What follows belongs to an exercise in optimizing a design on an open flow for small area; a production flow would make more cautious choices. No activity file was given, so power comes from the tool's default toggle rates.

==> flow/design.v <==
`timescale 1ns / 1ps
module digi_clock ( clk, sw, btn, seg, Led, an );
input clk ;
input [7:0] sw ;
input [3:0] btn ;
output [4:1] Led ;
output [7:0] seg ;
output [3:0] an ;
wire rst  = btn[3] ;
wire load = btn[2] ;
wire hp   = btn[1] ;
wire mp   = btn[0] ;
reg [8:0] t ;
wire tick10 = t[8] & t[7] & t[3] & t[2] & t[1] & t[0] ;    
always @(posedge clk)
  if (rst | tick10) t <= 9'd0 ;
  else              t <= t + 9'd1 ;
wire [1:0] cnt = t[3:2] ;
reg [3:0] d ;
wire d_last = d[3] & d[0] ;             
wire tick1  = tick10 & d[3] & d[0] & ~d[1] ;
always @(posedge clk)
  if (rst)          d <= 4'b1011 ;
  else if (tick10)  d <= d_last ? {3'b000, d[1]} : d + 4'd1 ;
wire blink = d[0] ;
wire [4:0] ren = {sw[4:1], sw[7]} ;
wire em = tick10 & mp ;
wire eh = tick10 & ~mp & hp ;
wire [5:0] rm0, rm1, rm2, rm3, rm4 ;
wire [4:0] rh0, rh1, rh2, rh3, rh4 ;
hm_reg r0 (.clk(clk), .rst(rst), .em(em & ren[0]), .eh(eh & ren[0]), .m(rm0), .h(rh0)) ;
hm_reg r1 (.clk(clk), .rst(rst), .em(em & ren[1]), .eh(eh & ren[1]), .m(rm1), .h(rh1)) ;
hm_reg r2 (.clk(clk), .rst(rst), .em(em & ren[2]), .eh(eh & ren[2]), .m(rm2), .h(rh2)) ;
hm_reg r3 (.clk(clk), .rst(rst), .em(em & ren[3]), .eh(eh & ren[3]), .m(rm3), .h(rh3)) ;
hm_reg r4 (.clk(clk), .rst(rst), .em(em & ren[4]), .eh(eh & ren[4]), .m(rm4), .h(rh4)) ;
reg [5:0] cs, cm ;
reg [4:0] ch ;
wire s59 = cs[5] & cs[4] & cs[3] & cs[1] & cs[0] ;
wire m59 = cm[5] & cm[4] & cm[3] & cm[1] & cm[0] ;
wire h23 = ch[4] & ch[2] & ch[1] & ch[0] ;
wire ld  = sw[7] & load ;
wire cz  = rst | (tick1 & s59 & m59 & h23) ;
wire sz  = cz | (tick1 & (ld | s59)) ;
wire mz  = cz | (tick1 & ~ld & s59 & m59) ;
always @(posedge clk) begin
  if (sz)         cs <= 6'd0 ;
  else if (tick1) cs <= cs + 6'd1 ;
  if (mz)         cm <= 6'd0 ;
  else if (tick1 & ld) cm <= rm0 ;
  else if (tick1 & s59) cm <= cm + 6'd1 ;
  if (cz)         ch <= 5'd0 ;
  else if (tick1 & ld) ch <= rh0 ;
  else if (tick1 & s59 & m59) ch <= ch + 5'd1 ;
end
wire any_en = |sw[4:1] ;
wire [1:0] a_sel = any_en ? ( sw[4:1] == 4'b1000 ? 2'd3 :
                              sw[4:1] == 4'b0100 ? 2'd2 :
                              sw[4:1] == 4'b0010 ? 2'd1 : 2'd0 ) : cnt ;
reg [5:0] am ;
reg [4:0] ah ;
always @(*)
  case (a_sel)
    2'd0: begin am = rm1 ; ah = rh1 ; end
    2'd1: begin am = rm2 ; ah = rh2 ; end
    2'd2: begin am = rm3 ; ah = rh3 ; end
    default: begin am = rm4 ; ah = rh4 ; end
  endcase
wire ring = ~any_en & sw[5] & (blink | ~sw[6]) & (am == cm) & (ah == ch) ;
assign Led[1] = ring & (cnt == 2'd0) ;
assign Led[2] = ring & (cnt == 2'd1) ;
assign Led[3] = ring & (cnt == 2'd2) ;
assign Led[4] = ring & (cnt == 2'd3) ;
wire [5:0] lo = sw[7] ? rm0 : any_en ? am : sw[0] ? cs : cm ;
wire [5:0] hi = sw[7] ? {1'b0, rh0} : any_en ? {1'b0, ah} : sw[0] ? cm : {1'b0, ch} ;
wire [5:0] v  = cnt[1] ? hi : lo ;
reg [3:0] hex ;
always @(*) begin
  if (cnt[0]) hex = v / 6'd10 ;
  else        hex = v % 6'd10 ;
end
assign an = ~(4'b0001 << cnt) ;
reg [6:0] sg ;
always @(*)
  case (hex)
    4'd1: sg = 7'b1111001 ;
    4'd2: sg = 7'b0100100 ;
    4'd3: sg = 7'b0110000 ;
    4'd4: sg = 7'b0011001 ;
    4'd5: sg = 7'b0010010 ;
    4'd6: sg = 7'b0000010 ;
    4'd7: sg = 7'b1111000 ;
    4'd8: sg = 7'b0000000 ;
    4'd9: sg = 7'b0010000 ;
    default: sg = 7'b1000000 ;
  endcase
assign seg = {1'b1, sg} ;
endmodule
module hm_reg ( clk, rst, em, eh, m, h ) ;
input clk, rst, em, eh ;
output reg [5:0] m ;
output reg [4:0] h ;
wire mz = rst | (em & m[5] & m[4] & m[3] & m[1] & m[0]) ;    
wire hz = rst | (eh & h[4] & h[2] & h[1] & h[0]) ;           
always @(posedge clk) begin
  if (mz)      m <= 6'd0 ;
  else if (em) m <= m + 6'd1 ;
  if (hz)      h <= 5'd0 ;
  else if (eh) h <= h + 5'd1 ;
end
endmodule
Settings: LEC_CHECK=0, ABC_AREA=1, CAP_MARGIN=20, CORE_MARGIN=2, CORE_UTILIZATION=60, CTS_BUF_LIST=sky130_fd_sc_hd__clkbuf_4 sky130_fd_sc_hd__clkbuf_8, SLEW_MARGIN=20; clock period 10.0 ns.
standard.sh (not shown) runs the stock make flow with config.mk's settings and CLKGATE_MAP_FILE= SYNTH_SCRIPT=/design/flow/synth_recipe.tcl, a recipe that flattens the netlist after the stock synthesis.
==> flow/flow/run.sh <==
#!/bin/bash
# Layout flow: the standard ORFS flow (standard.sh), with these changes:
#  - synthesis maps the logic with an area-oriented ABC script
#    (flow/abc_area.script) in place of ORFS's delay-oriented one, and does
#    not map adders to half/full-adder cells (ADDER_MAP_FILE empty). The
#    registers are mapped by dfflibmap before ABC runs, exactly as in the
#    standard synthesis, so they keep their names and cells;
#  - the port buffers are the smallest buffer cell (buf_1).
# Everything else (floorplan, power grid, tap cells, placement, CTS,
# routing) is ORFS's unchanged. make's full output goes to flow_make.log in
# this folder; ORFS writes each tool's own log under orfs/logs/.
set -euo pipefail
here=$(pwd)
rm -rf "$here/scripts_abc"
cp -r "$FLOW_HOME/scripts" "$here/scripts_abc"
cp "$here/flow/abc_area.script" "$here/scripts_abc/abc_area.script"
bash standard.sh SCRIPTS_DIR="$here/scripts_abc" ABC_AREA=1 ADDER_MAP_FILE= \
  BUFFER_PORTS_ARGS="-buffer_cell sky130_fd_sc_hd__buf_1" finish > "$here/flow_make.log" 2>&1
==> flow/flow/abc_area.script <==
strash
&get -n
&st
&dch -f
&nf -a -R 1000 -F 4 -A 4 -C 32
&put
strash
&get -n
&st
&dch -f
&nf -a -R 1000 -F 4 -A 4 -C 32
&put
topo
==> next run, changes <==
CORE_UTILIZATION = 70   (was 60)
CTS_BUF_LIST = sky130_fd_sc_hd__clkbuf_8   (was sky130_fd_sc_hd__clkbuf_4 sky130_fd_sc_hd__clkbuf_8)
Setup slack gets better by 0.043 ns.
Total power falls by 1.2%.
Critical path depth climbs by 1.
Routed wire length rose by 5.6%.
Cell area decreases by 1.1%.
Worst hold slack barely changes.
Register-to-register slack degrades by 0.06 ns.
Via count came out higher by 3.2%.
==> next run, changes <==
CORE_UTILIZATION = 40   (was 70)
=> Via count went down by 4.2%. Cell count grows by 10%. Die area rises by 71%.
Function was not checked in any run of this note: the RTL went through the layout flow alone.

==> afterwards: timing with drivers on the ports <==
The flow's constraints put no driver on any port. The routed layouts listed below were extracted and timed again, unchanged, in two steps.
Step 1, drivers: a clkbuf_16 drives clk and a buf_2 each remaining input, both assumed.
Step 2 also shifts input and output timing later by t, the mid clock arrival at the registers, as if the neighbouring blocks saw the same clock.
a / b / c = ideal / step 1 / step 2; a / b = the first two.
| run | t (ns) | setup WS [ns] | worst setup path at the end | latest minus earliest clock arrival (ns) | pins driven straight from the clock port |
|---|---|---|---|---|---|
| the first run | 0.388 | 0.579 / 0.556 / 0.556 | input to output | 0.010 / 0.011 | 1 |
| the second run | 0.394 | 0.622 / 0.601 / 0.601 | input to output | 0.012 / 0.012 | 1 |
| the third run | 0.388 | 0.729 / 0.708 / 0.708 | input to output | 0.013 / 0.013 | 1 |
After both steps setup and hold are still met in every run listed. For the first run, which loses most, drivers alone change the setup slack by -0.023 ns; drivers and shift together by -0.023 ns.
